Source: an optimization exercise on an open RTL-to-GDS flow (aim: small area and a short achievable clock period). Production flows keep margins and buffers that such runs may drop. Only simulation tests tie the RTL to the original design; equivalence was not proved. No activity file was given, so power comes from the tool's default toggle rates.

==> flow/design.v <==
`timescale 1ns / 1ps
module xregf (
      input [31:0]  c,
      input [31:0]  x0,
      input [31:0]  x1,
      output [31:0] q
      );
   genvar k;
   generate for (k = 0; k < 32; k = k + 1) begin : sel
      assign q[k] = c[k] ? x1[k] : x0[k];
   end endgenerate
endmodule
`timescale 1ns / 1ps
module xaddr_decoder (
      input [3:0]  op,
      input [9:0]  ia,
      input [9:0]  rb,
      output       ram_sel,
      output       ram_we,
      output [8:0] ram_addr,
      output       trap
      );
   wire ti = ia[9] && (ia[8:5] != 4'd0 || ia[4] && ia[3:1] != 3'd0);
   wire tb = rb[9] && (rb[8:5] != 4'd0 || rb[4] && rb[3:1] != 3'd0);
   wire bus_lo = op[2] ? !op[1] : op[1] ^ op[0];
   assign ram_sel  = op[3] ? !op[2] && (op[1] ? !rb[9] : !ia[9]) : bus_lo && !ia[9];
   assign trap     = op[3] ? !op[2] && (op[1] ? tb : ti) : bus_lo && ti;
   assign ram_we   = op[3] && !op[2] && op[0];
   assign ram_addr = op[3] && op[1] ? rb[8:0] : ia[8:0];
endmodule
`timescale 1ns / 1ps
module xcore (
      input             clk,
      input             rst,
      output reg [8:0]  pc,
      input [31:0]      instruction,
      output            ram_sel,
      output            ram_we,
      output [8:0]      ram_addr,
      output [31:0]     ram_wdata,
      input [31:0]      ram_rdata,
      output            trap
      );
   reg [31:0] regB;
   reg [31:0] regf [0:15];
   reg [31:0] aa, pB;
   reg [2:0]  pC;
   reg        k_sub, k_shft, k_and, k_xor, k_hold, k_flags;
   wire [31:0] p  = aa ^ pB;
   wire [31:0] g  = aa & pB;
   reg  [31:0] gk, pk;
   integer l, j;
   always @* begin
      gk = g;
      pk = p;
      for (l = 1; l < 32; l = l * 2)
        for (j = 31; j >= l; j = j - 1) begin
           gk[j] = gk[j] | (pk[j] & gk[j-l]);
           pk[j] = pk[j] & pk[j-l];
        end
   end
   wire [31:0] c  = {gk[30:0], 1'b0};    
   wire [31:0] ps = p ^ {32{k_sub}};     
   wire shl = pB[31];                    
   reg [31:0] e;
   always @* begin
      if (k_shft)
        e = shl ? {aa[30:0], 1'b0} : {aa[31], aa[31:1]};
      else if (k_and)
        e = g;
      else if (k_xor)
        e = p;
      else
        e = aa;
   end
   wire sumop = !(k_shft || k_and || k_xor || k_hold);
   wire [31:0] x0 = sumop ? ps : e;
   wire [31:0] x1 = sumop ? ~ps : e;
   wire [31:0] regA;
   genvar k;
   generate for (k = 0; k < 32; k = k + 1) begin : sel
      assign regA[k] = c[k] ? x1[k] : x0[k];
   end endgenerate
   wire fx = k_sub ? ~(aa[31] & pB[31]) : (aa[31] | pB[31]);
   reg  [2:0] flags;
   always @* begin
      if (k_shft)
        flags = shl ? {aa[30], aa[31] ^ aa[30], aa[31]} : {aa[31], 2'b00};
      else if (k_and)
        flags = {g[31], 2'b00};
      else if (k_xor)
        flags = {p[31], 2'b00};
      else
        flags = c[31] ? {~ps[31], ~fx, fx} : {ps[31], 2'b00};
   end
   wire [2:0] regC = k_flags ? flags : pC;
   wire [3:0] op = instruction[31:28];
   wire op_sub  = op == 4'd2;
   wire op_shft = op == 4'd3;
   wire op_and  = op == 4'd4;
   wire op_xor  = op == 4'd5;
   wire op_ldih = op == 4'd7;
   wire alu     = op[3:1] == 3'b000 || op[3:1] == 3'b001 || op[3:1] == 3'b010;   
   wire load    = op == 4'd6 || op == 4'd7 || op == 4'd8 || op == 4'd10;
   wire store   = op == 4'd9 || op == 4'd11;
   wire branch  = op[3:2] == 2'b11;
   wire immop   = op == 4'd0 || op == 4'd3 || op == 4'd6 || op == 4'd7;
   wire busop   = op == 4'd1 || op == 4'd2 || op == 4'd4 || op == 4'd5 || op[3:2] == 2'b10;
   wire viab    = op[3:1] == 3'b101;   
   function [4:0] dec;    
      input [9:0] a;
      reg hi;
      begin
         hi = a[9] && a[8:5] == 4'd0;
         dec = {a[9] && !hi || hi && a[4] && a[3:1] != 3'd0,
                hi && !a[4], hi && a[4:0] == 5'd16, hi && a[4:0] == 5'd17, hi};
      end
   endfunction
   wire [4:0] di = dec(instruction[9:0]);
   wire [4:0] dh = dec(regA[9:0]);
   wire [4:0] db = dec(regB[9:0]);
   xaddr_decoder outs (.op(op), .ia(instruction[9:0]), .rb(regB[9:0]),
                       .ram_sel(ram_sel), .ram_we(ram_we), .ram_addr(ram_addr), .trap(trap));
   xregf wdata (.c(c), .x0(x0), .x1(x1), .q(ram_wdata));
   wire is_rf = viab ? db[3] : di[3];
   wire is_rb = viab ? db[2] : op_ldih ? dh[2] : di[2];
   wire is_rc = viab ? db[1] : op_ldih ? dh[1] : di[1];
   wire [31:0] imm = op_ldih ? {instruction[15:0], regA[15:0]} : {{4{instruction[27]}}, instruction[27:0]};
   wire [3:0]  ra = viab ? regB[3:0] : instruction[3:0];
   wire [31:0] m0 = ra[3] ? (ra[2] ? regf[12] : regf[8]) : (ra[2] ? regf[4] : regf[0]);
   wire [31:0] m1 = ra[3] ? (ra[2] ? regf[13] : regf[9]) : (ra[2] ? regf[5] : regf[1]);
   wire [31:0] m2 = ra[3] ? (ra[2] ? regf[14] : regf[10]) : (ra[2] ? regf[6] : regf[2]);
   wire [31:0] m3 = ra[3] ? (ra[2] ? regf[15] : regf[11]) : (ra[2] ? regf[7] : regf[3]);
   wire [31:0] rf_rd = ra[1] ? (ra[0] ? m3 : m2) : (ra[0] ? m1 : m0);
   wire s_imm = immop && !is_rb && !is_rc;
   wire s_ram = busop && (viab ? !regB[9] : !instruction[9]);
   wire s_rf  = busop && is_rf;
   wire [31:0] operand = ({32{is_rb}} & regB) | ({32{is_rc}} & {29'd0, regC}) |
                         ({32{s_imm}} & imm) | ({32{s_ram}} & ram_rdata) |
                         ({32{s_rf}} & rf_rd) | {32{branch}};
   wire a_zero = regA == 32'd0;
   wire taken = branch && (op[1] ? !a_zero : a_zero);
   always @(posedge clk, posedge rst)
     if (rst) begin
        pc <= 9'd0;
        regB <= 32'd0;
        aa <= 32'd0;
        pB <= 32'd0;
        pC <= 3'd0;
        {k_sub, k_shft, k_and, k_xor, k_hold, k_flags} <= 6'd0;
     end else begin
        pc <= taken ? (op[0] ? regB[8:0] : instruction[8:0]) : pc + 9'd1;
        aa <= load ? 32'd0 : op_sub ? ~regA : regA;
        pB <= operand;
        pC <= regC;
        k_sub   <= op_sub;
        k_shft  <= op_shft;
        k_and   <= op_and;
        k_xor   <= op_xor;
        k_hold  <= store;
        k_flags <= alu;
        if (store && is_rb)
          regB <= regA;
     end
   always @(posedge clk)
     if (store && is_rf)
       regf[ra] <= regA;
endmodule
Settings: LEC_CHECK=0, ABC_AREA=1, CAP_MARGIN=20, CORE_MARGIN=2, CORE_UTILIZATION=55, SETUP_SLACK_MARGIN=3.9, SLEW_MARGIN=20, TNS_END_PERCENT=100; clock period 8.5 ns.
standard.sh (not shown) runs the stock make flow with config.mk's settings and CLKGATE_MAP_FILE= SYNTH_SCRIPT=/design/flow/synth_recipe.tcl, a recipe that flattens the netlist after the stock synthesis.
==> flow/flow/run.sh <==
#!/bin/bash
# The standard ORFS layout (standard.sh), with extra ORFS settings:
# the output logic (modules xaddr_decoder and xregf, no registers) is kept
# as modules until ABC has mapped them, so their gates are not shared with
# the core's (synth_recipe.tcl flattens the design afterwards); plain buffers
# on the ports; no dummy loads in the clock tree.
# make's output goes to flow_make.log; each ORFS step keeps its own log
# under orfs/logs/.
set -euo pipefail
bash standard.sh \
  "SYNTH_KEEP_MODULES=xaddr_decoder xregf" \
  "BUFFER_PORTS_ARGS=-buffer_cell sky130_fd_sc_hd__buf_2" \
  "CTS_ARGS=-sink_clustering_enable -repair_clock_nets -dont_use_dummy_load -buf_list sky130_fd_sc_hd__clkbuf_8 -sink_clustering_size 14 -sink_clustering_max_diameter 60" \
  finish > flow_make.log 2>&1
Edit:
Settings changed: SETUP_SLACK_MARGIN 3.9 to 4.3.
Wire length came out higher by a few percent.
Sequential cell count is unchanged.
Via count increases by a few percent.
Final cell count grows by a few percent.
Clock skew decreases by 0.013 ns.
Total power rose by roughly a tenth.
Edit:
Settings changed: CORE_UTILIZATION 55 to 60, SETUP_SLACK_MARGIN 4.3 to 4.1.
Outcome:
- The new run finished clean
- cell area goes down by 6.4%
- worst setup slack gets worse by 0.10 ns
- first-iteration DRC count went up by about 9%
- via count fell by 1.7%
- final cell count fell by 4.9%
- total power went down by 7.6%
- count of clock-buffer cells in the layout stays the same
- routed wire length decreases by 5.4%
- non-clock buffer count is lower by 133
Edit:
Settings changed: CORE_UTILIZATION 60 to 55.
Effect: Sequential cell count stays the same. Total power came out higher by 0.64%. Worst setup slack improves by 0.052 ns. Global-route usage shrinks by 2.3 points. Critical path depth goes up by 9. Final cell count is higher by 1.9%. Core utilization is lower by 5.4 points. Register-to-register slack is worse by 0.03 ns. Routed wire length rises by 2.8%. Sequential share of layout area came out lower by 0.36 points.

-- port drivers added, routing unchanged --
Ports are ideal in the flow. The routed layouts listed here were re-timed in OpenROAD. Step 1 (the two cells are an assumption about what drives the block):
set clk [get_ports {clk}]
set_driving_cell -lib_cell sky130_fd_sc_hd__clkbuf_16 $clk
set_driving_cell -lib_cell sky130_fd_sc_hd__buf_2 [delete_from_list [all_inputs] $clk]
Step 2 moves the port delays by t, midway between the first and last clock arrival at a register: inputs arrive t later, outputs are due t later. That takes back most of the time a late clock gives input paths. a / b / c = no drivers / after step 1 / after step 2; a / b = the first two.
run | t, ns | setup slack, ns | worst setup path at the end | pins driven straight from the clock port
the first run | 0.703 | 3.953 / 3.968 / 3.286 | input to register | 1
the second run | 0.691 | 4.178 / 4.162 / 3.717 | input to register | 1
the third run | 0.682 | 4.074 / 4.034 / 3.522 | input to register | 1
the fourth run | 0.695 | 4.126 / 4.066 / 3.631 | input to register | 1
After both steps setup and hold are still met in every run listed. The setup slack of the first run, which loses most, moves by +0.015 ns with the drivers and by -0.667 ns with both steps.
